Context: an optimization exercise on an open-source flow, tuned for small area and a short achievable clock period. The choices shown serve that exercise and are no tape-out recipe.
RTL that was checked went through simulation tests only; none was proved equivalent to the original.
Only the layout flow was run in run 1; the RTL was not checked for function there.
No activity file was given, so power comes from the tool's default toggle rates.

==> design/flow/design.v <==
module mac_unit(
	input  logic        clk,
	input  logic [7:0]  neg, one, two,
	input  logic        four7,
	input  logic [15:0] weight,
	input  logic        load_product,
	input  logic        acc_zero,
	input  logic        add,
	input  logic        fold,
	input  logic        relu,
	output logic        zero,           
	input  logic [3:0]  sel,
	input  logic        valid,
	output logic [15:0] output_feature
);
	logic [31:0] acc, acc_in, addend_s, addend_c, sum, product_s, product_c;
	booth_mul mul(.neg(neg), .one(one), .two(two), .four7(four7), .w(weight),
	              .ps(product_s), .pc(product_c));
	assign acc_in = acc_zero ? '0 : acc;
	add3 adder(.a(acc_in), .b(addend_s), .c(addend_c), .s(sum));
	always_ff @(posedge clk) begin
		if (load_product) begin
			addend_s <= product_s;
			addend_c <= product_c;
		end
		if (add)
			acc <= sum;
		if (fold)
			zero <= relu & sum[31];
	end
	always_comb begin
		case (sel)
			4'd0, 4'd1:              output_feature = acc[31:16];
			4'd2, 4'd3, 4'd6, 4'd15: output_feature = acc[30:15];
			4'd4, 4'd5, 4'd12:       output_feature = acc[29:14];
			4'd13:                   output_feature = acc[25:10];
			4'd14:                   output_feature = acc[27:12];
			default:                 output_feature = acc[28:13];
		endcase
		if (!valid) output_feature = '0;
	end
endmodule
module add3(input logic [31:0] a, input logic [31:0] b, input logic [31:0] c,
            output logic [31:0] s);
	logic [31:0] x, y, p, g;
	logic [32:0] cy;
	always_comb begin
		x = a ^ b ^ c;
		y = {(a[30:0] & b[30:0]) | (a[30:0] & c[30:0]) | (b[30:0] & c[30:0]), 1'b0};
		p = x ^ y;
		g = x & y;
		cy[0] = 1'b0;
		for (int k = 0; k < 32; k += 4) begin
			cy[k+1] = g[k] | (p[k] & cy[k]);
			cy[k+2] = g[k+1] | (p[k+1] & g[k]) | (p[k+1] & p[k] & cy[k]);
			cy[k+3] = g[k+2] | (p[k+2] & g[k+1]) | (p[k+2] & p[k+1] & g[k])
			        | (p[k+2] & p[k+1] & p[k] & cy[k]);
			cy[k+4] = g[k+3] | (p[k+3] & g[k+2]) | (p[k+3] & p[k+2] & g[k+1])
			        | (p[k+3] & p[k+2] & p[k+1] & g[k]) | (p[k+3] & p[k+2] & p[k+1] & p[k] & cy[k]);
		end
		s = p ^ cy[31:0];
	end
endmodule
module booth_mul(input [7:0] neg, input [7:0] one, input [7:0] two, input four7, input [15:0] w, output [31:0] ps, output [31:0] pc);
  wire m1;
  assign m1 = (one[0] & w[0]) | (two[0] & 1'b0);
  wire pp2;
  assign pp2 = ~(m1 ^ neg[0]);
  wire m3;
  assign m3 = (one[0] & w[1]) | (two[0] & w[0]);
  wire pp4;
  assign pp4 = ~(m3 ^ neg[0]);
  wire m5;
  assign m5 = (one[0] & w[2]) | (two[0] & w[1]);
  wire pp6;
  assign pp6 = ~(m5 ^ neg[0]);
  wire m7;
  assign m7 = (one[0] & w[3]) | (two[0] & w[2]);
  wire pp8;
  assign pp8 = ~(m7 ^ neg[0]);
  wire m9;
  assign m9 = (one[0] & w[4]) | (two[0] & w[3]);
  wire pp10;
  assign pp10 = ~(m9 ^ neg[0]);
  wire m11;
  assign m11 = (one[0] & w[5]) | (two[0] & w[4]);
  wire pp12;
  assign pp12 = ~(m11 ^ neg[0]);
  wire m13;
  assign m13 = (one[0] & w[6]) | (two[0] & w[5]);
  wire pp14;
  assign pp14 = ~(m13 ^ neg[0]);
  wire m15;
  assign m15 = (one[0] & w[7]) | (two[0] & w[6]);
  wire pp16;
  assign pp16 = ~(m15 ^ neg[0]);
  wire m17;
  assign m17 = (one[0] & w[8]) | (two[0] & w[7]);
  wire pp18;
  assign pp18 = ~(m17 ^ neg[0]);
  wire m19;
  assign m19 = (one[0] & w[9]) | (two[0] & w[8]);
  wire pp20;
  assign pp20 = ~(m19 ^ neg[0]);
  wire m21;
  assign m21 = (one[0] & w[10]) | (two[0] & w[9]);
  wire pp22;
  assign pp22 = ~(m21 ^ neg[0]);
  wire m23;
  assign m23 = (one[0] & w[11]) | (two[0] & w[10]);
  wire pp24;
  assign pp24 = ~(m23 ^ neg[0]);
  wire m25;
  assign m25 = (one[0] & w[12]) | (two[0] & w[11]);
  wire pp26;
  assign pp26 = ~(m25 ^ neg[0]);
  wire m27;
  assign m27 = (one[0] & w[13]) | (two[0] & w[12]);
  wire pp28;
  assign pp28 = ~(m27 ^ neg[0]);
  wire m29;
  assign m29 = (one[0] & w[14]) | (two[0] & w[13]);
  wire pp30;
  assign pp30 = ~(m29 ^ neg[0]);
  wire m31;
  assign m31 = (one[0] & w[15]) | (two[0] & w[14]);
  wire pp32;
  assign pp32 = ~(m31 ^ neg[0]);
  wire m33;
  assign m33 = (one[0] & w[15]) | (two[0] & w[15]);
  wire ps34;
  assign ps34 = (m33 ^ neg[0]);
  wire n35;
  assign n35 = ~neg[0];
  wire m36;
  assign m36 = (one[1] & w[0]) | (two[1] & 1'b0);
  wire pp37;
  assign pp37 = ~(m36 ^ neg[1]);
  wire m38;
  assign m38 = (one[1] & w[1]) | (two[1] & w[0]);
  wire pp39;
  assign pp39 = ~(m38 ^ neg[1]);
  wire m40;
  assign m40 = (one[1] & w[2]) | (two[1] & w[1]);
  wire pp41;
  assign pp41 = ~(m40 ^ neg[1]);
  wire m42;
  assign m42 = (one[1] & w[3]) | (two[1] & w[2]);
  wire pp43;
  assign pp43 = ~(m42 ^ neg[1]);
  wire m44;
  assign m44 = (one[1] & w[4]) | (two[1] & w[3]);
  wire pp45;
  assign pp45 = ~(m44 ^ neg[1]);
  wire m46;
  assign m46 = (one[1] & w[5]) | (two[1] & w[4]);
  wire pp47;
  assign pp47 = ~(m46 ^ neg[1]);
  wire m48;
  assign m48 = (one[1] & w[6]) | (two[1] & w[5]);
  wire pp49;
  assign pp49 = ~(m48 ^ neg[1]);
  wire m50;
  assign m50 = (one[1] & w[7]) | (two[1] & w[6]);
  wire pp51;
  assign pp51 = ~(m50 ^ neg[1]);
  wire m52;
  assign m52 = (one[1] & w[8]) | (two[1] & w[7]);
  wire pp53;
  assign pp53 = ~(m52 ^ neg[1]);
  wire m54;
  assign m54 = (one[1] & w[9]) | (two[1] & w[8]);
  wire pp55;
  assign pp55 = ~(m54 ^ neg[1]);
  wire m56;
  assign m56 = (one[1] & w[10]) | (two[1] & w[9]);
  wire pp57;
  assign pp57 = ~(m56 ^ neg[1]);
  wire m58;
  assign m58 = (one[1] & w[11]) | (two[1] & w[10]);
  wire pp59;
  assign pp59 = ~(m58 ^ neg[1]);
  wire m60;
  assign m60 = (one[1] & w[12]) | (two[1] & w[11]);
  wire pp61;
  assign pp61 = ~(m60 ^ neg[1]);
  wire m62;
  assign m62 = (one[1] & w[13]) | (two[1] & w[12]);
  wire pp63;
  assign pp63 = ~(m62 ^ neg[1]);
  wire m64;
  assign m64 = (one[1] & w[14]) | (two[1] & w[13]);
  wire pp65;
  assign pp65 = ~(m64 ^ neg[1]);
  wire m66;
  assign m66 = (one[1] & w[15]) | (two[1] & w[14]);
  wire pp67;
  assign pp67 = ~(m66 ^ neg[1]);
  wire m68;
  assign m68 = (one[1] & w[15]) | (two[1] & w[15]);
  wire ps69;
  assign ps69 = (m68 ^ neg[1]);
  wire n70;
  assign n70 = ~neg[1];
  wire m71;
  assign m71 = (one[2] & w[0]) | (two[2] & 1'b0);
  wire pp72;
  assign pp72 = ~(m71 ^ neg[2]);
  wire m73;
  assign m73 = (one[2] & w[1]) | (two[2] & w[0]);
  wire pp74;
  assign pp74 = ~(m73 ^ neg[2]);
  wire m75;
  assign m75 = (one[2] & w[2]) | (two[2] & w[1]);
  wire pp76;
  assign pp76 = ~(m75 ^ neg[2]);
  wire m77;
  assign m77 = (one[2] & w[3]) | (two[2] & w[2]);
  wire pp78;
  assign pp78 = ~(m77 ^ neg[2]);
  wire m79;
  assign m79 = (one[2] & w[4]) | (two[2] & w[3]);
  wire pp80;
  assign pp80 = ~(m79 ^ neg[2]);
  wire m81;
  assign m81 = (one[2] & w[5]) | (two[2] & w[4]);
  wire pp82;
  assign pp82 = ~(m81 ^ neg[2]);
  wire m83;
  assign m83 = (one[2] & w[6]) | (two[2] & w[5]);
  wire pp84;
  assign pp84 = ~(m83 ^ neg[2]);
  wire m85;
  assign m85 = (one[2] & w[7]) | (two[2] & w[6]);
  wire pp86;
  assign pp86 = ~(m85 ^ neg[2]);
  wire m87;
  assign m87 = (one[2] & w[8]) | (two[2] & w[7]);
  wire pp88;
  assign pp88 = ~(m87 ^ neg[2]);
  wire m89;
  assign m89 = (one[2] & w[9]) | (two[2] & w[8]);
  wire pp90;
  assign pp90 = ~(m89 ^ neg[2]);
  wire m91;
  assign m91 = (one[2] & w[10]) | (two[2] & w[9]);
  wire pp92;
  assign pp92 = ~(m91 ^ neg[2]);
  wire m93;
  assign m93 = (one[2] & w[11]) | (two[2] & w[10]);
  wire pp94;
  assign pp94 = ~(m93 ^ neg[2]);
  wire m95;
  assign m95 = (one[2] & w[12]) | (two[2] & w[11]);
  wire pp96;
  assign pp96 = ~(m95 ^ neg[2]);
  wire m97;
  assign m97 = (one[2] & w[13]) | (two[2] & w[12]);
  wire pp98;
  assign pp98 = ~(m97 ^ neg[2]);
  wire m99;
  assign m99 = (one[2] & w[14]) | (two[2] & w[13]);
  wire pp100;
  assign pp100 = ~(m99 ^ neg[2]);
  wire m101;
  assign m101 = (one[2] & w[15]) | (two[2] & w[14]);
  wire pp102;
  assign pp102 = ~(m101 ^ neg[2]);
  wire m103;
  assign m103 = (one[2] & w[15]) | (two[2] & w[15]);
  wire ps104;
  assign ps104 = (m103 ^ neg[2]);
  wire n105;
  assign n105 = ~neg[2];
  wire m106;
  assign m106 = (one[3] & w[0]) | (two[3] & 1'b0);
  wire pp107;
  assign pp107 = ~(m106 ^ neg[3]);
  wire m108;
  assign m108 = (one[3] & w[1]) | (two[3] & w[0]);
  wire pp109;
  assign pp109 = ~(m108 ^ neg[3]);
  wire m110;
  assign m110 = (one[3] & w[2]) | (two[3] & w[1]);
  wire pp111;
  assign pp111 = ~(m110 ^ neg[3]);
  wire m112;
  assign m112 = (one[3] & w[3]) | (two[3] & w[2]);
  wire pp113;
  assign pp113 = ~(m112 ^ neg[3]);
  wire m114;
  assign m114 = (one[3] & w[4]) | (two[3] & w[3]);
  wire pp115;
  assign pp115 = ~(m114 ^ neg[3]);
  wire m116;
  assign m116 = (one[3] & w[5]) | (two[3] & w[4]);
  wire pp117;
  assign pp117 = ~(m116 ^ neg[3]);
  wire m118;
  assign m118 = (one[3] & w[6]) | (two[3] & w[5]);
  wire pp119;
  assign pp119 = ~(m118 ^ neg[3]);
  wire m120;
  assign m120 = (one[3] & w[7]) | (two[3] & w[6]);
  wire pp121;
  assign pp121 = ~(m120 ^ neg[3]);
  wire m122;
  assign m122 = (one[3] & w[8]) | (two[3] & w[7]);
  wire pp123;
  assign pp123 = ~(m122 ^ neg[3]);
  wire m124;
  assign m124 = (one[3] & w[9]) | (two[3] & w[8]);
  wire pp125;
  assign pp125 = ~(m124 ^ neg[3]);
  wire m126;
  assign m126 = (one[3] & w[10]) | (two[3] & w[9]);
  wire pp127;
  assign pp127 = ~(m126 ^ neg[3]);
  wire m128;
  assign m128 = (one[3] & w[11]) | (two[3] & w[10]);
  wire pp129;
  assign pp129 = ~(m128 ^ neg[3]);
  wire m130;
  assign m130 = (one[3] & w[12]) | (two[3] & w[11]);
  wire pp131;
  assign pp131 = ~(m130 ^ neg[3]);
  wire m132;
  assign m132 = (one[3] & w[13]) | (two[3] & w[12]);
  wire pp133;
  assign pp133 = ~(m132 ^ neg[3]);
  wire m134;
  assign m134 = (one[3] & w[14]) | (two[3] & w[13]);
  wire pp135;
  assign pp135 = ~(m134 ^ neg[3]);
  wire m136;
  assign m136 = (one[3] & w[15]) | (two[3] & w[14]);
  wire pp137;
  assign pp137 = ~(m136 ^ neg[3]);
  wire m138;
  assign m138 = (one[3] & w[15]) | (two[3] & w[15]);
  wire ps139;
  assign ps139 = (m138 ^ neg[3]);
  wire n140;
  assign n140 = ~neg[3];
  wire m141;
  assign m141 = (one[4] & w[0]) | (two[4] & 1'b0);
  wire pp142;
  assign pp142 = ~(m141 ^ neg[4]);
  wire m143;
  assign m143 = (one[4] & w[1]) | (two[4] & w[0]);
  wire pp144;
  assign pp144 = ~(m143 ^ neg[4]);
  wire m145;
  assign m145 = (one[4] & w[2]) | (two[4] & w[1]);
  wire pp146;
  assign pp146 = ~(m145 ^ neg[4]);
  wire m147;
  assign m147 = (one[4] & w[3]) | (two[4] & w[2]);
  wire pp148;
  assign pp148 = ~(m147 ^ neg[4]);
  wire m149;
  assign m149 = (one[4] & w[4]) | (two[4] & w[3]);
  wire pp150;
  assign pp150 = ~(m149 ^ neg[4]);
  wire m151;
  assign m151 = (one[4] & w[5]) | (two[4] & w[4]);
  wire pp152;
  assign pp152 = ~(m151 ^ neg[4]);
  wire m153;
  assign m153 = (one[4] & w[6]) | (two[4] & w[5]);
  wire pp154;
  assign pp154 = ~(m153 ^ neg[4]);
  wire m155;
  assign m155 = (one[4] & w[7]) | (two[4] & w[6]);
  wire pp156;
  assign pp156 = ~(m155 ^ neg[4]);
  wire m157;
  assign m157 = (one[4] & w[8]) | (two[4] & w[7]);
  wire pp158;
  assign pp158 = ~(m157 ^ neg[4]);
  wire m159;
  assign m159 = (one[4] & w[9]) | (two[4] & w[8]);
  wire pp160;
  assign pp160 = ~(m159 ^ neg[4]);
  wire m161;
  assign m161 = (one[4] & w[10]) | (two[4] & w[9]);
  wire pp162;
  assign pp162 = ~(m161 ^ neg[4]);
  wire m163;
  assign m163 = (one[4] & w[11]) | (two[4] & w[10]);
  wire pp164;
  assign pp164 = ~(m163 ^ neg[4]);
  wire m165;
  assign m165 = (one[4] & w[12]) | (two[4] & w[11]);
  wire pp166;
  assign pp166 = ~(m165 ^ neg[4]);
  wire m167;
  assign m167 = (one[4] & w[13]) | (two[4] & w[12]);
  wire pp168;
  assign pp168 = ~(m167 ^ neg[4]);
  wire m169;
  assign m169 = (one[4] & w[14]) | (two[4] & w[13]);
  wire pp170;
  assign pp170 = ~(m169 ^ neg[4]);
  wire m171;
  assign m171 = (one[4] & w[15]) | (two[4] & w[14]);
  wire pp172;
  assign pp172 = ~(m171 ^ neg[4]);
  wire m173;
  assign m173 = (one[4] & w[15]) | (two[4] & w[15]);
  wire ps174;
  assign ps174 = (m173 ^ neg[4]);
  wire n175;
  assign n175 = ~neg[4];
  wire m176;
  assign m176 = (one[5] & w[0]) | (two[5] & 1'b0);
  wire pp177;
  assign pp177 = ~(m176 ^ neg[5]);
  wire m178;
  assign m178 = (one[5] & w[1]) | (two[5] & w[0]);
  wire pp179;
  assign pp179 = ~(m178 ^ neg[5]);
  wire m180;
  assign m180 = (one[5] & w[2]) | (two[5] & w[1]);
  wire pp181;
  assign pp181 = ~(m180 ^ neg[5]);
  wire m182;
  assign m182 = (one[5] & w[3]) | (two[5] & w[2]);
  wire pp183;
  assign pp183 = ~(m182 ^ neg[5]);
  wire m184;
  assign m184 = (one[5] & w[4]) | (two[5] & w[3]);
  wire pp185;
  assign pp185 = ~(m184 ^ neg[5]);
  wire m186;
  assign m186 = (one[5] & w[5]) | (two[5] & w[4]);
  wire pp187;
  assign pp187 = ~(m186 ^ neg[5]);
  wire m188;
  assign m188 = (one[5] & w[6]) | (two[5] & w[5]);
  wire pp189;
  assign pp189 = ~(m188 ^ neg[5]);
  wire m190;
  assign m190 = (one[5] & w[7]) | (two[5] & w[6]);
  wire pp191;
  assign pp191 = ~(m190 ^ neg[5]);
  wire m192;
  assign m192 = (one[5] & w[8]) | (two[5] & w[7]);
  wire pp193;
  assign pp193 = ~(m192 ^ neg[5]);
  wire m194;
  assign m194 = (one[5] & w[9]) | (two[5] & w[8]);
  wire pp195;
  assign pp195 = ~(m194 ^ neg[5]);
  wire m196;
  assign m196 = (one[5] & w[10]) | (two[5] & w[9]);
  wire pp197;
  assign pp197 = ~(m196 ^ neg[5]);
  wire m198;
  assign m198 = (one[5] & w[11]) | (two[5] & w[10]);
  wire pp199;
  assign pp199 = ~(m198 ^ neg[5]);
  wire m200;
  assign m200 = (one[5] & w[12]) | (two[5] & w[11]);
  wire pp201;
  assign pp201 = ~(m200 ^ neg[5]);
  wire m202;
  assign m202 = (one[5] & w[13]) | (two[5] & w[12]);
  wire pp203;
  assign pp203 = ~(m202 ^ neg[5]);
  wire m204;
  assign m204 = (one[5] & w[14]) | (two[5] & w[13]);
  wire pp205;
  assign pp205 = ~(m204 ^ neg[5]);
  wire m206;
  assign m206 = (one[5] & w[15]) | (two[5] & w[14]);
  wire pp207;
  assign pp207 = ~(m206 ^ neg[5]);
  wire m208;
  assign m208 = (one[5] & w[15]) | (two[5] & w[15]);
  wire ps209;
  assign ps209 = (m208 ^ neg[5]);
  wire n210;
  assign n210 = ~neg[5];
  wire m211;
  assign m211 = (one[6] & w[0]) | (two[6] & 1'b0);
  wire pp212;
  assign pp212 = ~(m211 ^ neg[6]);
  wire m213;
  assign m213 = (one[6] & w[1]) | (two[6] & w[0]);
  wire pp214;
  assign pp214 = ~(m213 ^ neg[6]);
  wire m215;
  assign m215 = (one[6] & w[2]) | (two[6] & w[1]);
  wire pp216;
  assign pp216 = ~(m215 ^ neg[6]);
  wire m217;
  assign m217 = (one[6] & w[3]) | (two[6] & w[2]);
  wire pp218;
  assign pp218 = ~(m217 ^ neg[6]);
  wire m219;
  assign m219 = (one[6] & w[4]) | (two[6] & w[3]);
  wire pp220;
  assign pp220 = ~(m219 ^ neg[6]);
  wire m221;
  assign m221 = (one[6] & w[5]) | (two[6] & w[4]);
  wire pp222;
  assign pp222 = ~(m221 ^ neg[6]);
  wire m223;
  assign m223 = (one[6] & w[6]) | (two[6] & w[5]);
  wire pp224;
  assign pp224 = ~(m223 ^ neg[6]);
  wire m225;
  assign m225 = (one[6] & w[7]) | (two[6] & w[6]);
  wire pp226;
  assign pp226 = ~(m225 ^ neg[6]);
  wire m227;
  assign m227 = (one[6] & w[8]) | (two[6] & w[7]);
  wire pp228;
  assign pp228 = ~(m227 ^ neg[6]);
  wire m229;
  assign m229 = (one[6] & w[9]) | (two[6] & w[8]);
  wire pp230;
  assign pp230 = ~(m229 ^ neg[6]);
  wire m231;
  assign m231 = (one[6] & w[10]) | (two[6] & w[9]);
  wire pp232;
  assign pp232 = ~(m231 ^ neg[6]);
  wire m233;
  assign m233 = (one[6] & w[11]) | (two[6] & w[10]);
  wire pp234;
  assign pp234 = ~(m233 ^ neg[6]);
  wire m235;
  assign m235 = (one[6] & w[12]) | (two[6] & w[11]);
  wire pp236;
  assign pp236 = ~(m235 ^ neg[6]);
  wire m237;
  assign m237 = (one[6] & w[13]) | (two[6] & w[12]);
  wire pp238;
  assign pp238 = ~(m237 ^ neg[6]);
  wire m239;
  assign m239 = (one[6] & w[14]) | (two[6] & w[13]);
  wire pp240;
  assign pp240 = ~(m239 ^ neg[6]);
  wire m241;
  assign m241 = (one[6] & w[15]) | (two[6] & w[14]);
  wire pp242;
  assign pp242 = ~(m241 ^ neg[6]);
  wire m243;
  assign m243 = (one[6] & w[15]) | (two[6] & w[15]);
  wire ps244;
  assign ps244 = (m243 ^ neg[6]);
  wire n245;
  assign n245 = ~neg[6];
  wire m246;
  assign m246 = (one[7] & w[0]) | (two[7] & 1'b0) | (four7 & 1'b0);
  wire pp247;
  assign pp247 = ~(m246 ^ neg[7]);
  wire m248;
  assign m248 = (one[7] & w[1]) | (two[7] & w[0]) | (four7 & 1'b0);
  wire pp249;
  assign pp249 = ~(m248 ^ neg[7]);
  wire m250;
  assign m250 = (one[7] & w[2]) | (two[7] & w[1]) | (four7 & w[0]);
  wire pp251;
  assign pp251 = ~(m250 ^ neg[7]);
  wire m252;
  assign m252 = (one[7] & w[3]) | (two[7] & w[2]) | (four7 & w[1]);
  wire pp253;
  assign pp253 = ~(m252 ^ neg[7]);
  wire m254;
  assign m254 = (one[7] & w[4]) | (two[7] & w[3]) | (four7 & w[2]);
  wire pp255;
  assign pp255 = ~(m254 ^ neg[7]);
  wire m256;
  assign m256 = (one[7] & w[5]) | (two[7] & w[4]) | (four7 & w[3]);
  wire pp257;
  assign pp257 = ~(m256 ^ neg[7]);
  wire m258;
  assign m258 = (one[7] & w[6]) | (two[7] & w[5]) | (four7 & w[4]);
  wire pp259;
  assign pp259 = ~(m258 ^ neg[7]);
  wire m260;
  assign m260 = (one[7] & w[7]) | (two[7] & w[6]) | (four7 & w[5]);
  wire pp261;
  assign pp261 = ~(m260 ^ neg[7]);
  wire m262;
  assign m262 = (one[7] & w[8]) | (two[7] & w[7]) | (four7 & w[6]);
  wire pp263;
  assign pp263 = ~(m262 ^ neg[7]);
  wire m264;
  assign m264 = (one[7] & w[9]) | (two[7] & w[8]) | (four7 & w[7]);
  wire pp265;
  assign pp265 = ~(m264 ^ neg[7]);
  wire m266;
  assign m266 = (one[7] & w[10]) | (two[7] & w[9]) | (four7 & w[8]);
  wire pp267;
  assign pp267 = ~(m266 ^ neg[7]);
  wire m268;
  assign m268 = (one[7] & w[11]) | (two[7] & w[10]) | (four7 & w[9]);
  wire pp269;
  assign pp269 = ~(m268 ^ neg[7]);
  wire m270;
  assign m270 = (one[7] & w[12]) | (two[7] & w[11]) | (four7 & w[10]);
  wire pp271;
  assign pp271 = ~(m270 ^ neg[7]);
  wire m272;
  assign m272 = (one[7] & w[13]) | (two[7] & w[12]) | (four7 & w[11]);
  wire pp273;
  assign pp273 = ~(m272 ^ neg[7]);
  wire m274;
  assign m274 = (one[7] & w[14]) | (two[7] & w[13]) | (four7 & w[12]);
  wire pp275;
  assign pp275 = ~(m274 ^ neg[7]);
  wire m276;
  assign m276 = (one[7] & w[15]) | (two[7] & w[14]) | (four7 & w[13]);
  wire pp277;
  assign pp277 = ~(m276 ^ neg[7]);
  wire m278;
  assign m278 = (one[7] & w[15]) | (two[7] & w[15]) | (four7 & w[14]);
  wire pp279;
  assign pp279 = ~(m278 ^ neg[7]);
  wire m280;
  assign m280 = (one[7] & w[15]) | (two[7] & w[15]) | (four7 & w[15]);
  wire pp281;
  assign pp281 = ~(m280 ^ neg[7]);
  wire n282;
  assign n282 = ~neg[7];
  wire s283;
  wire c284;
  assign s283 = ~(pp22 ^ pp53);
  assign c284 = pp22 | pp53;
  wire s285;
  wire c286;
  assign s285 = ~(pp24 ^ pp55);
  assign c286 = pp24 | pp55;
  wire s287;
  wire c288;
  assign {c288, s287} = pp26 + pp57 + pp88;
  wire s289;
  wire c290;
  assign s289 = ~(pp119 ^ pp150);
  assign c290 = pp119 | pp150;
  wire s291;
  wire c292;
  assign {c292, s291} = pp28 + pp59 + pp90;
  wire s293;
  wire c294;
  assign s293 = ~(pp121 ^ pp152);
  assign c294 = pp121 | pp152;
  wire s295;
  wire c296;
  assign {c296, s295} = pp30 + pp61 + pp92;
  wire s297;
  wire c298;
  assign {c298, s297} = pp123 + pp154 + pp185;
  wire s299;
  wire c300;
  assign s299 = ~(pp216 ^ pp247);
  assign c300 = pp216 | pp247;
  wire s301;
  wire c302;
  assign {c302, s301} = pp32 + pp63 + pp94;
  wire s303;
  wire c304;
  assign {c304, s303} = pp125 + pp156 + pp187;
  wire s305;
  wire c306;
  assign s305 = ~(pp218 ^ pp249);
  assign c306 = pp218 | pp249;
  wire s307;
  wire c308;
  assign {c308, s307} = ps34 + pp65 + pp96;
  wire s309;
  wire c310;
  assign {c310, s309} = pp127 + pp158 + pp189;
  wire s311;
  wire c312;
  assign {c312, s311} = pp220 + pp251 + 1'b0;
  wire s313;
  wire c314;
  assign {c314, s313} = pp67 + pp98 + pp129;
  wire s315;
  wire c316;
  assign {c316, s315} = pp160 + pp191 + pp222;
  wire s317;
  wire c318;
  assign s317 = ~(pp253 ^ 1'b0);
  assign c318 = pp253 | 1'b0;
  wire s319;
  wire c320;
  assign {c320, s319} = ps69 + pp100 + pp131;
  wire s321;
  wire c322;
  assign {c322, s321} = pp162 + pp193 + pp224;
  wire s323;
  wire c324;
  assign {c324, s323} = pp102 + pp133 + pp164;
  wire s325;
  wire c326;
  assign s325 = ~(pp195 ^ pp226);
  assign c326 = pp195 | pp226;
  wire s327;
  wire c328;
  assign {c328, s327} = ps104 + pp135 + pp166;
  wire s329;
  wire c330;
  assign s329 = ~(pp137 ^ pp168);
  assign c330 = pp137 | pp168;
  wire s331;
  wire c332;
  assign s331 = ~(pp14 ^ pp45);
  assign c332 = pp14 | pp45;
  wire s333;
  wire c334;
  assign s333 = ~(pp16 ^ pp47);
  assign c334 = pp16 | pp47;
  wire s335;
  wire c336;
  assign {c336, s335} = pp18 + pp49 + pp80;
  wire s337;
  wire c338;
  assign s337 = ~(pp111 ^ pp142);
  assign c338 = pp111 | pp142;
  wire s339;
  wire c340;
  assign {c340, s339} = pp20 + pp51 + pp82;
  wire s341;
  wire c342;
  assign s341 = ~(pp113 ^ pp144);
  assign c342 = pp113 | pp144;
  wire s343;
  wire c344;
  assign {c344, s343} = s283 + pp84 + pp115;
  wire s345;
  wire c346;
  assign {c346, s345} = pp146 + pp177 + n210;
  wire s347;
  wire c348;
  assign {c348, s347} = c284 + s285 + pp86;
  wire s349;
  wire c350;
  assign {c350, s349} = pp117 + pp148 + pp179;
  wire s351;
  wire c352;
  assign {c352, s351} = c286 + s287 + s289;
  wire s353;
  wire c354;
  assign {c354, s353} = pp181 + pp212 + n245;
  wire s355;
  wire c356;
  assign {c356, s355} = c288 + c290 + s291;
  wire s357;
  wire c358;
  assign {c358, s357} = s293 + pp183 + pp214;
  wire s359;
  wire c360;
  assign {c360, s359} = c292 + c294 + s295;
  wire s361;
  wire c362;
  assign {c362, s361} = s297 + s299 + n282;
  wire s363;
  wire c364;
  assign {c364, s363} = c296 + c298 + c300;
  wire s365;
  wire c366;
  assign {c366, s365} = s301 + s303 + s305;
  wire s367;
  wire c368;
  assign {c368, s367} = c302 + c304 + c306;
  wire s369;
  wire c370;
  assign {c370, s369} = s307 + s309 + s311;
  wire s371;
  wire c372;
  assign {c372, s371} = c308 + c310 + c312;
  wire s373;
  wire c374;
  assign {c374, s373} = s313 + s315 + s317;
  wire s375;
  wire c376;
  assign {c376, s375} = c314 + c316 + c318;
  wire s377;
  wire c378;
  assign {c378, s377} = s319 + s321 + pp255;
  wire s379;
  wire c380;
  assign {c380, s379} = c320 + c322 + s323;
  wire s381;
  wire c382;
  assign {c382, s381} = s325 + pp257 + 1'b0;
  wire s383;
  wire c384;
  assign {c384, s383} = c324 + c326 + s327;
  wire s385;
  wire c386;
  assign {c386, s385} = pp197 + pp228 + pp259;
  wire s387;
  wire c388;
  assign {c388, s387} = c328 + s329 + pp199;
  wire s389;
  wire c390;
  assign {c390, s389} = pp230 + pp261 + 1'b0;
  wire s391;
  wire c392;
  assign {c392, s391} = c330 + ps139 + pp170;
  wire s393;
  wire c394;
  assign {c394, s393} = pp201 + pp232 + pp263;
  wire s395;
  wire c396;
  assign {c396, s395} = pp172 + pp203 + pp234;
  wire s397;
  wire c398;
  assign s397 = ~(pp265 ^ 1'b0);
  assign c398 = pp265 | 1'b0;
  wire s399;
  wire c400;
  assign {c400, s399} = ps174 + pp205 + pp236;
  wire s401;
  wire c402;
  assign s401 = ~(pp207 ^ pp238);
  assign c402 = pp207 | pp238;
  wire s403;
  wire c404;
  assign s403 = ~(pp10 ^ pp41);
  assign c404 = pp10 | pp41;
  wire s405;
  wire c406;
  assign s405 = ~(pp12 ^ pp43);
  assign c406 = pp12 | pp43;
  wire s407;
  wire c408;
  assign {c408, s407} = s331 + pp76 + pp107;
  wire s409;
  wire c410;
  assign {c410, s409} = c332 + s333 + pp78;
  wire s411;
  wire c412;
  assign {c412, s411} = c334 + s335 + s337;
  wire s413;
  wire c414;
  assign {c414, s413} = c336 + c338 + s339;
  wire s415;
  wire c416;
  assign {c416, s415} = c340 + c342 + s343;
  wire s417;
  wire c418;
  assign {c418, s417} = c344 + c346 + s347;
  wire s419;
  wire c420;
  assign {c420, s419} = c348 + c350 + s351;
  wire s421;
  wire c422;
  assign {c422, s421} = c352 + c354 + s355;
  wire s423;
  wire c424;
  assign {c424, s423} = c356 + c358 + s359;
  wire s425;
  wire c426;
  assign {c426, s425} = c360 + c362 + s363;
  wire s427;
  wire c428;
  assign {c428, s427} = c364 + c366 + s367;
  wire s429;
  wire c430;
  assign {c430, s429} = c368 + c370 + s371;
  wire s431;
  wire c432;
  assign {c432, s431} = c372 + c374 + s375;
  wire s433;
  wire c434;
  assign {c434, s433} = c376 + c378 + s379;
  wire s435;
  wire c436;
  assign {c436, s435} = c380 + c382 + s383;
  wire s437;
  wire c438;
  assign {c438, s437} = c384 + c386 + s387;
  wire s439;
  wire c440;
  assign {c440, s439} = c388 + c390 + s391;
  wire s441;
  wire c442;
  assign {c442, s441} = c392 + c394 + s395;
  wire s443;
  wire c444;
  assign {c444, s443} = c396 + c398 + s399;
  wire s445;
  wire c446;
  assign {c446, s445} = c400 + s401 + pp269;
  wire s447;
  wire c448;
  assign {c448, s447} = c402 + ps209 + pp240;
  wire s449;
  wire c450;
  assign s449 = ~(pp242 ^ pp273);
  assign c450 = pp242 | pp273;
  wire s451;
  wire c452;
  assign s451 = ~(pp6 ^ pp37);
  assign c452 = pp6 | pp37;
  wire s453;
  wire c454;
  assign s453 = ~(pp8 ^ pp39);
  assign c454 = pp8 | pp39;
  wire s455;
  wire c456;
  assign {c456, s455} = s403 + pp72 + n105;
  wire s457;
  wire c458;
  assign {c458, s457} = c404 + s405 + pp74;
  wire s459;
  wire c460;
  assign {c460, s459} = c406 + s407 + n140;
  wire s461;
  wire c462;
  assign {c462, s461} = c408 + s409 + pp109;
  wire s463;
  wire c464;
  assign {c464, s463} = c410 + s411 + n175;
  wire s465;
  wire c466;
  assign {c466, s465} = c412 + s413 + s341;
  wire s467;
  wire c468;
  assign {c468, s467} = c414 + s415 + s345;
  wire s469;
  wire c470;
  assign {c470, s469} = c416 + s417 + s349;
  wire s471;
  wire c472;
  assign {c472, s471} = c418 + s419 + s353;
  wire s473;
  wire c474;
  assign {c474, s473} = c420 + s421 + s357;
  wire s475;
  wire c476;
  assign {c476, s475} = c422 + s423 + s361;
  wire s477;
  wire c478;
  assign {c478, s477} = c424 + s425 + s365;
  wire s479;
  wire c480;
  assign {c480, s479} = c426 + s427 + s369;
  wire s481;
  wire c482;
  assign {c482, s481} = c428 + s429 + s373;
  wire s483;
  wire c484;
  assign {c484, s483} = c430 + s431 + s377;
  wire s485;
  wire c486;
  assign {c486, s485} = c432 + s433 + s381;
  wire s487;
  wire c488;
  assign {c488, s487} = c434 + s435 + s385;
  wire s489;
  wire c490;
  assign {c490, s489} = c436 + s437 + s389;
  wire s491;
  wire c492;
  assign {c492, s491} = c438 + s439 + s393;
  wire s493;
  wire c494;
  assign {c494, s493} = c440 + s441 + s397;
  wire s495;
  wire c496;
  assign {c496, s495} = c442 + s443 + pp267;
  wire s497;
  wire c498;
  assign {c498, s497} = c444 + s445 + 1'b0;
  wire s499;
  wire c500;
  assign {c500, s499} = c446 + s447 + pp271;
  wire s501;
  wire c502;
  assign {c502, s501} = c448 + s449 + 1'b0;
  wire s503;
  wire c504;
  assign {c504, s503} = c450 + ps244 + pp275;
  wire s505;
  wire c506;
  assign s505 = ~(pp277 ^ 1'b0);
  assign c506 = pp277 | 1'b0;
  wire s507;
  wire c508;
  assign s507 = ~(pp279 ^ 1'b0);
  assign c508 = pp279 | 1'b0;
  wire s509;
  wire c510;
  assign s509 = ~(pp281 ^ 1'b0);
  assign c510 = pp281 | 1'b0;
  assign ps = {~c508, ~c506, ~c504, ~c502, ~c500, ~c498, ~c496, ~c494, ~c492, ~c490, ~c488, ~c486, ~c484, ~c482, ~c480, ~c478, ~c476, ~c474, ~c472, ~c470, ~c468, ~c466, ~c464, ~c462, ~c460, ~c458, ~c456, ~c454, ~c452, ~s451, ~pp4, ~pp2};
  assign pc = {~s509, ~s507, ~s505, ~s503, ~s501, ~s499, ~s497, ~s495, ~s493, ~s491, ~s489, ~s487, ~s485, ~s483, ~s481, ~s479, ~s477, ~s475, ~s473, ~s471, ~s469, ~s467, ~s465, ~s463, ~s461, ~s459, ~s457, ~s455, ~s453, ~n70, ~1'b1, ~n35};
endmodule
module pe_array #(parameter NPE = 4)(
	input  logic              clk,
	input  logic              rst_n_pe,
	input  logic              weight_valid,
	input  logic              feature_valid,
	input  logic [15:0]       feature_in,      
	input  logic [NPE*16-1:0] weight_in,       
	input  logic [3:0]        conv_num,
	input  logic              capture,         
	output logic [NPE*16-1:0] output_feature,  
	input  logic              relu_en,
	input  logic              partial_en
);
	localparam logic [1:0] IDLE = 2'd0, BIAS = 2'd1, FOLD = 2'd2, OUT = 2'd3;
	logic [1:0] state;
	logic [3:0] conv_prev, conv_cap;
	logic       relu_prev, keep_prev;
	logic       acc_zero, have;
	logic       mac_step, bias_step, bias_load, load_product, add, fold;
	logic [NPE-1:0] zero, valid_cap;
	logic [7:0] neg, one, two;
	logic       four7;
	logic [7:0] f_neg, f_one, f_two, b_one, b_two;
	logic       b_four7, keep;
	logic [NPE*16-1:0] weight;
	assign mac_step     = (state == IDLE) & feature_valid & weight_valid;
	assign bias_step    = (state == IDLE) & ~feature_valid & weight_valid;
	assign bias_load    = bias_step & rst_n_pe;
	assign load_product = mac_step | (state == BIAS && !keep_prev);
	assign add          = (mac_step | bias_step) & have;
	assign fold         = (state == FOLD) & have;
	booth_enc enc(.f(feature_in), .neg(f_neg), .one(f_one), .two(f_two));
	always_comb begin
		logic [4:0] sh;
		logic       zero_bias;
		keep = 1'b0;
		zero_bias = 1'b0;
		sh = 5'd0;
		if (partial_en) begin
			case (conv_num)
				4'd0, 4'd1:                     sh = 5'd16;
				4'd2, 4'd3, 4'd6:               sh = 5'd15;
				4'd4, 4'd5, 4'd12:              sh = 5'd14;
				4'd7, 4'd8, 4'd9, 4'd10, 4'd11: sh = 5'd13;
				default:                        keep = 1'b1;
			endcase
		end else begin
			case (conv_num)
				4'd0, 4'd12:                    sh = 5'd9;
				4'd1:                           sh = 5'd6;
				4'd2, 4'd10:                    sh = 5'd3;
				4'd3, 4'd9:                     sh = 5'd2;
				4'd4, 4'd5, 4'd6, 4'd8:         sh = 5'd1;
				4'd7:                           zero_bias = 1'b1;
				4'd11:                          sh = 5'd4;
				default:                        sh = 5'd0;
			endcase
		end
		for (int j = 0; j < 8; j++) begin
			b_one[j] = ~zero_bias & ~keep & (sh == 5'(2 * j));
			b_two[j] = ~zero_bias & ~keep & (sh == 5'(2 * j + 1));
		end
		b_four7 = ~keep & (sh == 5'd16);
	end
	always_ff @(posedge clk) begin
		conv_prev <= conv_num;
		relu_prev <= relu_en;
		keep_prev <= keep;
		if (capture) begin
			conv_cap  <= conv_prev;
			valid_cap <= {NPE{state == OUT && !acc_zero}} & ~zero;
		end
		if (bias_load) begin
			neg <= '0; one <= b_one; two <= b_two; four7 <= b_four7;
		end else begin
			neg <= f_neg; one <= f_one; two <= f_two; four7 <= 1'b0;
			weight <= weight_in;
		end
		if (!rst_n_pe) begin
			state    <= IDLE;
			acc_zero <= 1'b1;
			have     <= 1'b0;
		end else begin
			case (state)
				IDLE: if (bias_step) state <= BIAS;
				BIAS: state <= FOLD;
				default: state <= OUT;
			endcase
			if (load_product) have <= 1'b1;
			if (add || fold) acc_zero <= 1'b0;
		end
	end
	for (genvar i = 0; i < NPE; i++) begin : mac
		mac_unit u(
			.clk(clk),
			.neg(neg), .one(one), .two(two), .four7(four7),
			.weight(weight[i*16 +: 16]),
			.load_product(load_product),
			.acc_zero(acc_zero),
			.add(add | fold),
			.fold(state == FOLD),
			.relu(relu_prev & have),
			.zero(zero[i]),
			.sel(conv_cap),
			.valid(valid_cap[i]),
			.output_feature(output_feature[i*16 +: 16])
		);
	end
endmodule
module booth_enc(input logic [15:0] f, output logic [7:0] neg, output logic [7:0] one,
                 output logic [7:0] two);
	logic [16:0] fx;
	assign fx = {f, 1'b0};
	always_comb
		for (int j = 0; j < 8; j++) begin
			neg[j] = fx[2*j+2] & ~(fx[2*j+1] & fx[2*j]);
			one[j] = fx[2*j+1] ^ fx[2*j];
			two[j] = (fx[2*j+2] & ~fx[2*j+1] & ~fx[2*j]) | (~fx[2*j+2] & fx[2*j+1] & fx[2*j]);
		end
endmodule
module onchip_read_master_weight #(parameter NPE = 4)(
	input  logic        clk,
	input  logic        rst_n,
	output logic [16:0] addr_read,
	output logic [NPE*2-1:0] byteenable,
	output logic        read,
	input  logic        wait_request,
	input  logic        readdatavalid,
	output logic        chipselect,
	input  logic [16:0] addr_read_input,
	input  logic        read_en_input,
	output logic        data_valid,
	output logic        readdatavalid_out
);
	logic state;         
	logic read_en_reg;
	logic xfer;
	assign byteenable = {(NPE*2){1'b1}};
	assign readdatavalid_out = readdatavalid;
	assign xfer = readdatavalid & ~wait_request;
	always_ff @(posedge clk) begin
		if (rst_n) addr_read <= addr_read_input;
	end
	always_ff @(posedge clk) begin
		if (!rst_n) begin
			state       <= 1'b0;
			data_valid  <= 1'b0;
			read        <= 1'b0;
			chipselect  <= 1'b0;
			read_en_reg <= 1'b0;
		end else begin
			read_en_reg <= read_en_input;
			data_valid  <= state & xfer;
			chipselect  <= read_en_reg & (~state | xfer);
			if (!state && read_en_reg) read <= 1'b1;
			if (!state) state <= read_en_reg;
			else if (xfer && !read_en_reg) state <= 1'b0;
		end
	end
endmodule
module onchip_read_master_input(
	input  logic        clk,
	input  logic        rst_n,
	output logic [16:0] addr_read,
	output logic [1:0]  byteenable,
	output logic        read,
	input  logic        wait_request,
	input  logic        readdatavalid,
	output logic        chipselect,
	input  logic [16:0] addr_read_input,
	input  logic        read_en_input,
	output logic        data_valid,
	output logic        readdatavalid_out
);
	logic state;         
	logic read_en_reg;
	logic xfer;
	assign byteenable = 2'b11;
	assign readdatavalid_out = readdatavalid;
	assign xfer = readdatavalid & ~wait_request;
	always_ff @(posedge clk) begin
		if (rst_n) addr_read <= addr_read_input;
	end
	always_ff @(posedge clk) begin
		if (!rst_n) begin
			state       <= 1'b0;
			data_valid  <= 1'b0;
			read        <= 1'b0;
			chipselect  <= 1'b0;
			read_en_reg <= 1'b0;
		end else begin
			read_en_reg <= read_en_input;
			data_valid  <= state & xfer;
			chipselect  <= read_en_reg & (~state | xfer);
			if (!state && read_en_reg) read <= 1'b1;
			if (!state) state <= read_en_reg;
			else if (xfer && !read_en_reg) state <= 1'b0;
		end
	end
endmodule
module p1024_to_s16 #(parameter NPE = 4)(
	input  logic              clk,
	input  logic              rst_n,
	input  logic [NPE*16-1:0] datain_pe,
	input  logic              input_en_control,
	output logic              capture,
	input  logic [14:0]       addr_in_control,
	input  logic              pool_en,
	input  logic              output_en,
	output logic [15:0]       writedata_output,
	output logic [14:0]       address_output,
	output logic              write_output,
	input  logic              waitrequest_output,
	output logic [1:0]        byteenable_output,
	output logic              chipselect
);
	localparam logic [2:0] IDLE = 3'd0, POOL_INIT = 3'd1, POOL = 3'd2, OUT0 = 3'd3;
	localparam logic [2:0] OUTN = OUT0 + NPE;
	logic [2:0]  state;
	logic [NPE*16-1:0] buffer_out;
	logic [14:0] address_output_in;
	assign byteenable_output = 2'b11;
	assign write_output = 1'b1;
	assign chipselect = 1'b0;
	assign capture = (state == IDLE) & input_en_control;
	always_ff @(posedge clk) begin
		if (capture)
			address_output_in <= addr_in_control;
		else if (state >= OUT0 && state != OUTN && output_en && !waitrequest_output)
			address_output_in <= address_output_in + 15'd2;
	end
	always_ff @(posedge clk) begin
		if (!rst_n) begin
			state <= IDLE;
			buffer_out <= '0;
			address_output <= '0;
			writedata_output <= '0;
		end else begin
			case (state)
				IDLE: if (input_en_control) state <= POOL_INIT;
				POOL_INIT: state <= POOL;
				POOL: begin
					for (int k = 0; k < NPE; k++)
						if (!pool_en || $signed(datain_pe[k*16 +: 16]) > $signed(buffer_out[k*16 +: 16]))
							buffer_out[k*16 +: 16] <= datain_pe[k*16 +: 16];
					state <= OUT0;
				end
				default: begin
					if (!output_en)
						state <= IDLE;
					else if (!waitrequest_output) begin
						if (state == OUTN)
							state <= IDLE;
						else begin
							address_output   <= address_output_in;
							writedata_output <= buffer_out[15:0];
							buffer_out       <= buffer_out >> 16;
							state            <= state + 3'd1;
						end
					end
				end
			endcase
		end
	end
endmodule
module pe_array_top #(parameter NPE = 4)
                   (input logic clk,
                    input logic rst_n,
                    input logic rst_n_pe,
                    input logic [3:0] conv_num,
                    input logic partial_en_control,
                    input logic [NPE*16-1:0]data_readw_weight,
                    input logic [15:0]data_readi_input,
                    output logic [15:0]data_write_output,
                    output logic [16:0]addr_readi_input,
                    output logic [16:0]addr_readw_weight,
                    output logic [14:0]addr_write_output,
                    output logic [1:0]byteenable_readi_input,
                    output logic [NPE*2-1:0]byteenable_readw_weight,
		            output logic [1:0]byteenable_write_output,
                    input logic [16:0]addr_readi_control,
                    input logic [16:0]addr_readw_control,
                    input logic [14:0]addr_write_control,
                    input logic pool_en_control,
                    input logic relu_en_control,
                    input logic output_en_control,
		            input logic waitrequest_output,
		            input logic waitrequest_input,
		            input logic waitrequest_weight,
                    input logic en_write_control,
                    input logic en_readi_control,
                    input logic en_readw_control,
                    input logic readdatavalid_input,
                    input logic readdatavalid_weight,
                    output logic write_output,
                    output logic read_readw_weight,
                    output logic read_readi_input,
                    output logic chipselect_input,
                    output logic chipselect_weight,
                    output logic chipselect_output,
                    output logic readdatavalid_out_input,
                    output logic readdatavalid_out_weight
                    );
logic[NPE*16-1:0]data_write_pe;
logic data_valid_readi_pe;
logic data_valid_readw_pe;
logic capture;
p1024_to_s16 #(.NPE(NPE)) pts(.clk(clk),
			 	.rst_n(rst_n),
				.datain_pe(data_write_pe),
				.input_en_control(en_write_control),
				.capture(capture),
				.addr_in_control(addr_write_control),
				.writedata_output(data_write_output),
				.address_output(addr_write_output),
				.write_output(write_output),
				.waitrequest_output(waitrequest_output),
				.byteenable_output(byteenable_write_output),
				.chipselect(chipselect_output),
				.pool_en(pool_en_control),
				.output_en(output_en_control)
                );
onchip_read_master_weight #(.NPE(NPE)) master_to_weight_bias(.clk(clk),
                                         .addr_read(addr_readw_weight),
                                         .byteenable(byteenable_readw_weight),
                                         .read(read_readw_weight),
					                     .wait_request(waitrequest_weight),
                                         .addr_read_input(addr_readw_control),
                                         .read_en_input(en_readw_control),
                                         .rst_n(rst_n),
                                         .readdatavalid(readdatavalid_weight),
                                         .data_valid(data_valid_readw_pe),
                                         .chipselect(chipselect_weight),
                                         .readdatavalid_out(readdatavalid_out_weight)
                                         );
onchip_read_master_input master_to_input(.clk(clk),
                                   .addr_read(addr_readi_input),
                                   .byteenable(byteenable_readi_input),
                                   .read(read_readi_input),
				   				   .wait_request(waitrequest_input),
                                   .addr_read_input(addr_readi_control),
                                   .read_en_input(en_readi_control),
                                   .rst_n(rst_n),
                                   .readdatavalid(readdatavalid_input),
                                   .data_valid(data_valid_readi_pe),
                                   .chipselect(chipselect_input),
                                   .readdatavalid_out(readdatavalid_out_input)
                                   );
pe_array #(.NPE(NPE)) array(.clk(clk),
               .rst_n_pe(rst_n_pe),
               .feature_valid(data_valid_readi_pe),
	       	   .weight_valid(data_valid_readw_pe),
               .feature_in(data_readi_input),
               .conv_num(conv_num),
               .capture(capture),
               .output_feature(data_write_pe),
               .weight_in(data_readw_weight),
               .relu_en(relu_en_control),
               .partial_en(partial_en_control));
endmodule 
==> design/flow/flow/run.sh <==
#!/bin/bash
# Standard synthesis unchanged, then the standard layout steps with other settings.
set -eo pipefail
bash standard.sh synth > synth.log 2>&1
bash standard.sh BUFFER_PORTS_ARGS="-buffer_cell sky130_fd_sc_hd__buf_1" SETUP_SLACK_MARGIN=5.8 CTS_ARGS="-sink_clustering_enable -repair_clock_nets -dont_use_dummy_load -buf_list sky130_fd_sc_hd__clkbuf_8 -sink_clustering_size 10 -sink_clustering_max_diameter 50" finish > layout.log 2>&1
==> design/flow/standard.sh <==
#!/bin/bash
# synth_recipe.tcl (not shown) runs the flow's synth.tcl, then flattens the netlist and writes it again
# the make line also repeats each setting of config.mk as NAME=value (left out here)
make -C /OpenROAD-flow-scripts/flow DESIGN_CONFIG=/design/flow/config.mk WORK_HOME=/design/flow/orfs CLKGATE_MAP_FILE= SYNTH_SCRIPT=/design/flow/synth_recipe.tcl "${@:-finish}"
==> design/flow/config.mk <==
export PLATFORM = sky130hd
export DESIGN_NAME = pe_array_top
export DESIGN_NICKNAME = pe_array_top
export VERILOG_FILES = /design/flow/design.v
export SDC_FILE = /design/flow/constraint.sdc
export NUM_CORES = 8
export LEC_CHECK = 0
export CAP_MARGIN = 20
export CORE_MARGIN = 2
export CORE_UTILIZATION = 55
export SLEW_MARGIN = 20
==> design/flow/constraint.sdc <==
create_clock -name core_clock -period 10.0 [get_ports {clk}]
set_input_delay 2.0000 -clock core_clock [delete_from_list [all_inputs] [get_ports {clk}]]
set_output_delay 2.0000 -clock core_clock [all_outputs]
set_load 0.01 [all_outputs]
==> metrics.yaml, run 1 <==
detailed_routing:
  dr_total_vias: 39379
  drt-total-wl_um: 152000
  wl_met2_um: 66700
  viasPerCell: 6.07
  ant_nets: 0
  wl_per_cell_um: 23.5
  drt-initial-drc-count: 4838
  route.met3.wl_um: 13600
  dr.max_layer_used: "met4"
  remaining_drc_errors: 0
  met1_length_um: 67600
  dr.pass1.iters: 9
setup_path:
  rrSetupSlack_ps: 5910
  cp_slowest_stage_delay_ps: 110
  path_cells: "buf_6, buf_6"
  start_kind: "primary input"
  timing.rr.end: "array.mac[3].u.addend_c[16]$_DFFE_PP_"
  path_max_fanout: 2
  path_buf_inv: 2
  crit_required_ps: 8000
  worst_setup_path_end_kind: "output port"
  worst_path_max_delay_cell: "buf_6"
  critPathKind: "in2out"
  r2r_cells: 8
  crit_arrival_ps: 2200
  r2r_start: "array.neg[5]$_SDFF_PP0_"
  worst_path_most_repeated_cell: "buf_6"
  critPathTopFamily: "buffers and inverters"
grt:
  track_usage_pct: 30.2
  grt_pass1_wl_um: 234000
  grt_max_degree: 170
  grt_pass1_vias: 38999
  antenna_found_initial: 3
  gr-total-overflow: 0
die:
  die_h_um: 317
  core-area_um2: 97000
  die_area_um2: 101000
  num_rows: 114
  die_x_um: 317
  ios: 233
  start_util_pct: 55.6
finish:
  reg.largest.list: "array.mac.u.acc: 128 flops, array.mac.u.addend_s: 128 flops, array.mac.u.addend_c: 118 flops"
  fin_cells: 6487
  layout-drive-gt1-share_pct: 5.82
  fill_cells: 8404
  area_delta_synth_final_pct: 5.96
  utilization_pct: 59.0
  finalNetCount: 6138
cts:
  cts_tree: "built"
  clockBufferDepth: 3
  clk_latency_ps: 750
  postCtsHoldBufs: 0
  htreeDepth: 3
  root_buffer: "clkbuf_8"
  cts_sinks: 642
  cts.clk_slew.worst_paths_ps: 60
  cts_made_buffers: 94
min_path:
  worstHoldStart: "pts.address_output[2]$_SDFFE_PN0P_"
  holdPathEnd: "pts.address_output[2]$_SDFFE_PN0P_"
  min_path_type: "reg2reg"
  holdPathStages: 2
sta:
  hold_violations: 0
  timing.final.crit_share_pct: 42.0
  skew_ps: 78.1
  rsz0062_at_grt: "yes"
  period_minus_slack_ps: 4200
  slew_headroom_pct: 16.4
  fmax_mhz: 238
  setup_violations: 0
  drv_slew: 0
  fin_hold_ws_ps: 452
  tightest_slew_ps: 1250
  fin_tns_setup_ps: 0
synth:
  synth_edf_count: 499
  ys_seq_area_share_pct: 33.1
  syn-cell-area_um2: 54000
  async_reset_ff_share_pct: 0
  syn-instance-count: 5239
  ys_ff_latch: 642
  avgSynthCellArea_um2: 10.3
  ys_warn_count: 7
  yosysUniqueCellTypes: 86
  synth_ff_type: "edfxtp_1"
placed_design:
  numPortBuffers: 218
  post-place-cells: 6349
  gp_congestion: 0.884
  dp_hpwl_um: 104000
power_and_ir_drop:
  powerDensity_nw_per_um2: 217
  power.static_leakage_nw: 22.9
  vdd_ir_drop_max_mv: 0.145
run_status:
  status: "timing/DRC/antenna clean"
job:
  cap_violations: 0
[routing by layer]
layer,global-route usage (%),vias to the layer above
met5,0.0947,-
met4,8.96,0
met3,5.01,248
met2,45.5,1834
met1,45.0,19426
li1,-,17871
[kinds of logic (layout without fill, tap and decap cells)]
| kind of cell | Yosys count | in the layout | synth area share (%) |
|---|---|---|---|
| compound gates | 1172 | 1173 | 15.4 |
| buf+inv | 1050 | 1002 | 7.53 |
| simple gates | 896 | 898 | 7.70 |
| fa+ha+maj | 782 | 782 | 24.9 |
| xor+xnor | 654 | 654 | 10.6 |
| flops | 642 | 642 | 33.1 |
| mux | 41 | 41 | 0.835 |
| other cells | 2 | 19 | 0.0139 |
[stage by stage]
step	instance area, um2	worst slack (ps)	power [mW]
floorplan	54000	5370	8.64
global placement	55200	4750	10.3
detailed placement	55200	4690	10.5
CTS	56700	5790	12.3
global route	57200	5790	13.5
finish	57200	5800	12.4
[cell type report]
type                    count  area [um2]  share of cell area (%)
multi-input cells        3562       32300                    56.5
clock buffers              94        1290                    2.26
repair buffers            319        1830                    3.19
flip-flops and latches    642       17900                    31.3
diodes                      5        12.5                  0.0219
well taps                1276        1600                    2.79
inverters                 589        2230                    3.91
[synthesized netlist by cell type (all sizes together), types with 108 or more instances]
| cell | number | area [um2] |
|---|---|---|
| a21oi | 232 | 1160 |
| a222oi | 108 | 1080 |
| a22oi | 443 | 3330 |
| clkbuf | 354 | 1330 |
| dfxtp | 143 | 2860 |
| edfxtp | 499 | 15000 |
| fa | 484 | 9690 |
| ha | 298 | 3730 |
| inv | 587 | 2200 |
| nand2 | 462 | 1730 |
| nor2 | 132 | 495 |
| nor2b | 119 | 744 |
| o21ai | 117 | 586 |
| xnor2 | 342 | 3000 |
| xor2 | 312 | 2730 |
[worst max path at each step]
stage | start | endpoint | depth (start not counted)
after floorplan | array.state[0]$_SDFFE_PN0P_ | array.mac[0].u.addend_c[0]$_DFFE_PP_ | 4
after global placement | array.conv_cap[3]$_DFFE_PP_ | pts.buffer_out[27]$_SDFFE_PN0P_ | 13
after detailed placement | array.conv_cap[3]$_DFFE_PP_ | pts.buffer_out[25]$_SDFFE_PN0P_ | 13
after CTS | readdatavalid_input | readdatavalid_out_input | 2
after global routing | array.conv_cap[3]$_DFFE_PP_ | pts.buffer_out[20]$_SDFFE_PN0P_ | 17
final | readdatavalid_weight | readdatavalid_out_weight | 2
[where the power goes]
part / switching, mW / internal [mW] / leakage [nW]
combinational: 3.76 / 2.76 / 16.3
clock: 0.960 / 0.824 / 0.676
sequential: 0.351 / 3.76 / 5.83
total: 5.07 / 7.34 / 22.9
[what timing repair did]
item | CTS | global route
resized for setup | 33 | 50
setup endpoints to repair | 189 | 102
pin swaps | 3 | 9
endpoints found under the hold margin | 0 | 0
gates cloned | 2 | 3
setup buffers | 12 | 21
[cells in the final DEF (no fill, tap or decap), types with 12 or more instances in the layout]
cell,count
o22ai_1,19
a21oi_1,230
nand2_1,461
conb_1,14
buf_6,22
or4_1,17
buf_4,70
mux2_2,12
nor2_1,128
a21o_1,41
nor2b_1,118
nand4_1,24
inv_1,581
clkbuf_8,95
a31oi_1,14
a22oi_1,443
a211oi_1,26
dfxtp_4,15
and2_1,16
fa_1,484
ha_1,298
o31ai_1,20
edfxtp_1,499
nand3_1,39
dfxtp_1,117
nor3_1,13
a222oi_1,108
o21a_1,34
a21boi_0,13
o21ai_0,112
mux2i_1,27
nand2b_1,19
buf_1,213
xnor2_1,342
a311oi_1,16
xor2_1,312
==> run 2, diff against run 1 <==
--- a/design/flow/design.v
+++ b/design/flow/design.v
@@ -1237,7 +1237,7 @@
 				POOL_INIT: state <= POOL;
 				POOL: begin
 					for (int k = 0; k < NPE; k++)
-						if (!pool_en || $signed(datain_pe[k*16 +: 16]) > $signed(buffer_out[k*16 +: 16]))
+						if (!pool_en || {~datain_pe[k*16+15], datain_pe[k*16 +: 15]} > {~buffer_out[k*16+15], buffer_out[k*16 +: 15]})
 							buffer_out[k*16 +: 16] <= datain_pe[k*16 +: 16];
 					state <= OUT0;
 				end
==> metrics.yaml, run 2 <==
die:
  ios: 233
  num_rows: 114
  die_x_um: 317
  die_area_um2: 100000
  start_util_pct: 55.6
  die_h_um: 317
  core-area_um2: 96900
synth:
  synth_area_leaders: "edfxtp_1, fa_1, a22oi_1"
  syn-instance-count: 5190
  synth-compound-area-share_pct: 15.9
  synth_ff_type: "edfxtp_1"
  syn-cell-area_um2: 53900
  synth.most_common_cell: "inv_1"
  async_reset_ff_share_pct: 0
  yosys.area.top_type: "edfxtp_1"
  yosysUniqueCellTypes: 81
  yosys.area_share.adder_pct: 24.9
  synth_top_family_by_area: "adder cells"
  synth_commonest_cells: "inv_1, a22oi_1, edfxtp_1"
  synth_xor_area_share_pct: 10.6
  synth.area.mux_share_pct: 0.701
  ys_seq_area_share_pct: 33.1
  ys_warn_count: 7
  synth.top_cell.area_share_pct: 27.8
  synthSimpleGateAreaFrac_pct: 7.16
  ys_ff_latch: 642
  avgSynthCellArea_um2: 10.4
  synth_edf_count: 499
setup_path:
  path_max_fanout: 2
  r2r_cells: 9
  startpoint: "readdatavalid_input"
  timing.rr.end: "array.mac[1].u.addend_c[20]$_DFFE_PP_"
  crit_required_ps: 8000
  path_cells: "buf_1, buf_2"
  path_buf_inv: 2
  critPathTopFamily: "buffers and inverters"
  cp_slowest_stage_delay_ps: 130
  path_depth: 2
  critPathKind: "in2out"
  crit_arrival_ps: 2210
  start_kind: "primary input"
  rrSetupSlack_ps: 5890
  worst_setup_path_end_kind: "output port"
  worst_path_max_delay_cell: "buf_2"
  r2r_start: "array.two[4]$_DFF_P_"
  critPathCapture: "readdatavalid_out_input"
cts:
  htreeDepth: 3
  cts.clk_slew.worst_paths_ps: 70
  cts_tree: "built"
  root_buffer: "clkbuf_8"
  clockBufferDepth: 3
  clk_latency_ps: 790
  postCtsHoldBufs: 0
  cts_made_buffers: 95
  cts_sinks: 642
detailed_routing:
  remaining_drc_errors: 0
  dr_total_vias: 39485
  wl_per_cell_um: 24.2
  dr.pass1.iters: 12
  drt-total-wl_um: 156000
  ant_nets: 0
  drt-initial-drc-count: 4532
  viasPerCell: 6.15
power_and_ir_drop:
  swShare_pct: 42.8
  power.static_leakage_nw: 22.6
  pwr-share-seq_pct: 31.7
  finalPower_mw: 13.2
  p_sw_mw: 5.65
  powerDensity_nw_per_um2: 231
  clkPwrFrac_pct: 13.7
  vdd_ir_drop_max_mv: 0.140
  p_int_mw: 7.55
  p_comb_share_pct: 54.6
sta:
  setup_violations: 0
  drv_slew: 0
  skew_ps: 93.8
  timing.final.crit_share_pct: 42.1
  hold_violations: 0
  slew_headroom_pct: 19.8
  fmax_mhz: 237
  fin_tns_setup_ps: 0
  tightest_slew_ps: 1200
  postLayoutSetupSlackWorst_ps: 5790
  period_minus_slack_ps: 4210
  fin_hold_ws_ps: 433
  rsz0062_at_grt: "yes"
finish:
  reg.largest.list: "array.mac.u.acc: 128 flops, array.mac.u.addend_s: 128 flops, array.mac.u.addend_c: 118 flops"
  finalNetCount: 6077
  final_common_cell: "inv_1"
  fill_cells: 8363
  area_delta_synth_final_pct: 5.99
  layout-drive-gt1-share_pct: 5.46
  layout_common_cells: "inv_1, a22oi_1, edfxtp_1"
job:
  cap_violations: 0
min_path:
  min_path_type: "reg2reg"
grt:
  track_usage_pct: 30.9
  grt.busiest_layer: "met1"
  grt_use_met1_pct: 48.4
  grt_max_degree: 84
  met3_usage_pct: 6.95
  grt_pass1_wl_um: 237000
  gr-total-overflow: 0
  antenna_found_initial: 10
  grt_pass1_vias: 38695
  use_met2_pct: 42.9
placed_design:
  dpl_worst_slack_ps: 4850
  gp_congestion: 0.883
  dp_hpwl_um: 105000
  numPortBuffers: 218
run_status:
  status: "timing/DRC/antenna clean"
-- run 2: cell count changes after synthesis, sizes merged, moves of 15 or more --
cell	change
a21o	+21
a21oi	-53
a222oi	-52
a22oi	+105
a41oi	+51
inv	+41
nand2	-76
nor2b	-18
nor3	+19
o21a	-27
o21ai	-29
o31ai	-18
or4	-15
-- run 2: tightest hold or removal path, stage by stage, from the launching register on --
cell and delay (ps):
dfxtp_1 320, nand2_1 60, a21oi_1 30
-- run 2: timing repair --
item | 4_1_cts | 5_1_grt
setup endpoints to repair | 140 | 76
resized for setup | 32 | 49
buffers inserted | 9 | 14
cloned | 2 | 3
pin swaps | 2 | 6
-- run 2: layout make-up --
type | count | area (um2) | area share [%]
Inverter | 628 | 2370 | 4.16
Clock buffer | 95 | 1310 | 2.29
Tap cell | 1276 | 1600 | 2.80
Antenna cell | 3 | 7.51 | 0.0131
Sequential cell | 642 | 17900 | 31.4
Timing Repair Buffer | 296 | 1690 | 2.96
Multi-Input combinational cell | 3484 | 32200 | 56.4
-- run 2: power groups by stage --
stage	Combinational (mW)	Sequential, mW	Clock, mW
2_1_floorplan	4.67	3.98	0
3_3_place_gp	6.86	4.22	0
3_5_place_dp	6.98	4.23	0
4_1_cts	7.02	4.17	1.86
5_1_grt	8.06	4.22	1.95
6_report	7.22	4.19	1.80
-- run 2: layer usage --
layer	part of all wire (%)	vias to the layer above
met5	0	-
met4	2.3	0
met3	11	267
met2	41	2229
met1	46	19241
li1	-	17748
-- run 2: how the worst min path moves through the flow --
stage                                                       from                                          end  cells after the start
floorplan                             array.conv_prev[0]$_DFF_P_                  array.conv_cap[0]$_DFFE_PP_                      0
global placement          master_to_weight_bias.state$_SDFF_PN0_  master_to_weight_bias.chipselect$_SDFF_PN0_                      1
detailed placement        master_to_input.read_en_reg$_SDFF_PN0_        master_to_input.chipselect$_SDFF_PN0_                      2
CTS                       master_to_input.read_en_reg$_SDFF_PN0_        master_to_input.chipselect$_SDFF_PN0_                      2
global route        master_to_weight_bias.read_en_reg$_SDFF_PN0_  master_to_weight_bias.chipselect$_SDFF_PN0_                      2
finish              master_to_weight_bias.read_en_reg$_SDFF_PN0_  master_to_weight_bias.chipselect$_SDFF_PN0_                      2
-- run 2: through the flow --
stage / instances / instance area (um2) / utilization (%)
finish: 6424 / 57100 / 59.0
global route: 6424 / 57100 / 59.0
CTS: 6403 / 56700 / 58.5
detailed placement: 6297 / 55100 / 56.9
global placement: 6297 / 55100 / 56.9
floorplan: 5202 / 53900 / -
-- run 2: cells by family (layout without fill, tap and decap cells) --
group                    count (synthesis)  in the layout
other                                    2             17
flip-flops                             642            642
AND/OR/NAND/NOR                        829            829
multiplexers                            36             36
AO/OA/AOI/OAI                         1174           1174
buffers and inverters                 1076           1019
XOR/XNOR                               649            649
adder cells (fa/ha/maj)                782            782

-- separate check: timing with driven ports --
In the flow no input, the clock included, has a driving cell. The finished layouts below were timed again as built, in two steps. Step 1 (the two cells are an assumption about what drives the block):
set clk [get_ports {clk}]
set_driving_cell -lib_cell sky130_fd_sc_hd__clkbuf_16 $clk
set_driving_cell -lib_cell sky130_fd_sc_hd__buf_2 [delete_from_list [all_inputs] $clk]
Step 2 adds t to the input delays and takes it off the output delays; t is the mean of the earliest and latest rising clock arrival at the registers after step 1. Input paths then give back, and output paths get back, about the clock's delay inside the block. Slacks: ideal / step 1 / step 2; pairs: ideal / step 1.
run | t (ns) | slack for setup (ns) | hold slack, ns | clock arrival spread, ns
run 1 | 0.780 | 5.797 / 5.765 / 5.257 | 0.452 / 0.452 / 0.452 | 0.080 / 0.080
run 2 | 0.809 | 5.786 / 5.758 / 5.609 | 0.433 / 0.433 / 0.433 | 0.102 / 0.103
After both steps setup and hold are still met in every run listed. For run 1, which loses most, drivers alone change the setup slack by -0.032 ns; drivers and shift together by -0.540 ns.
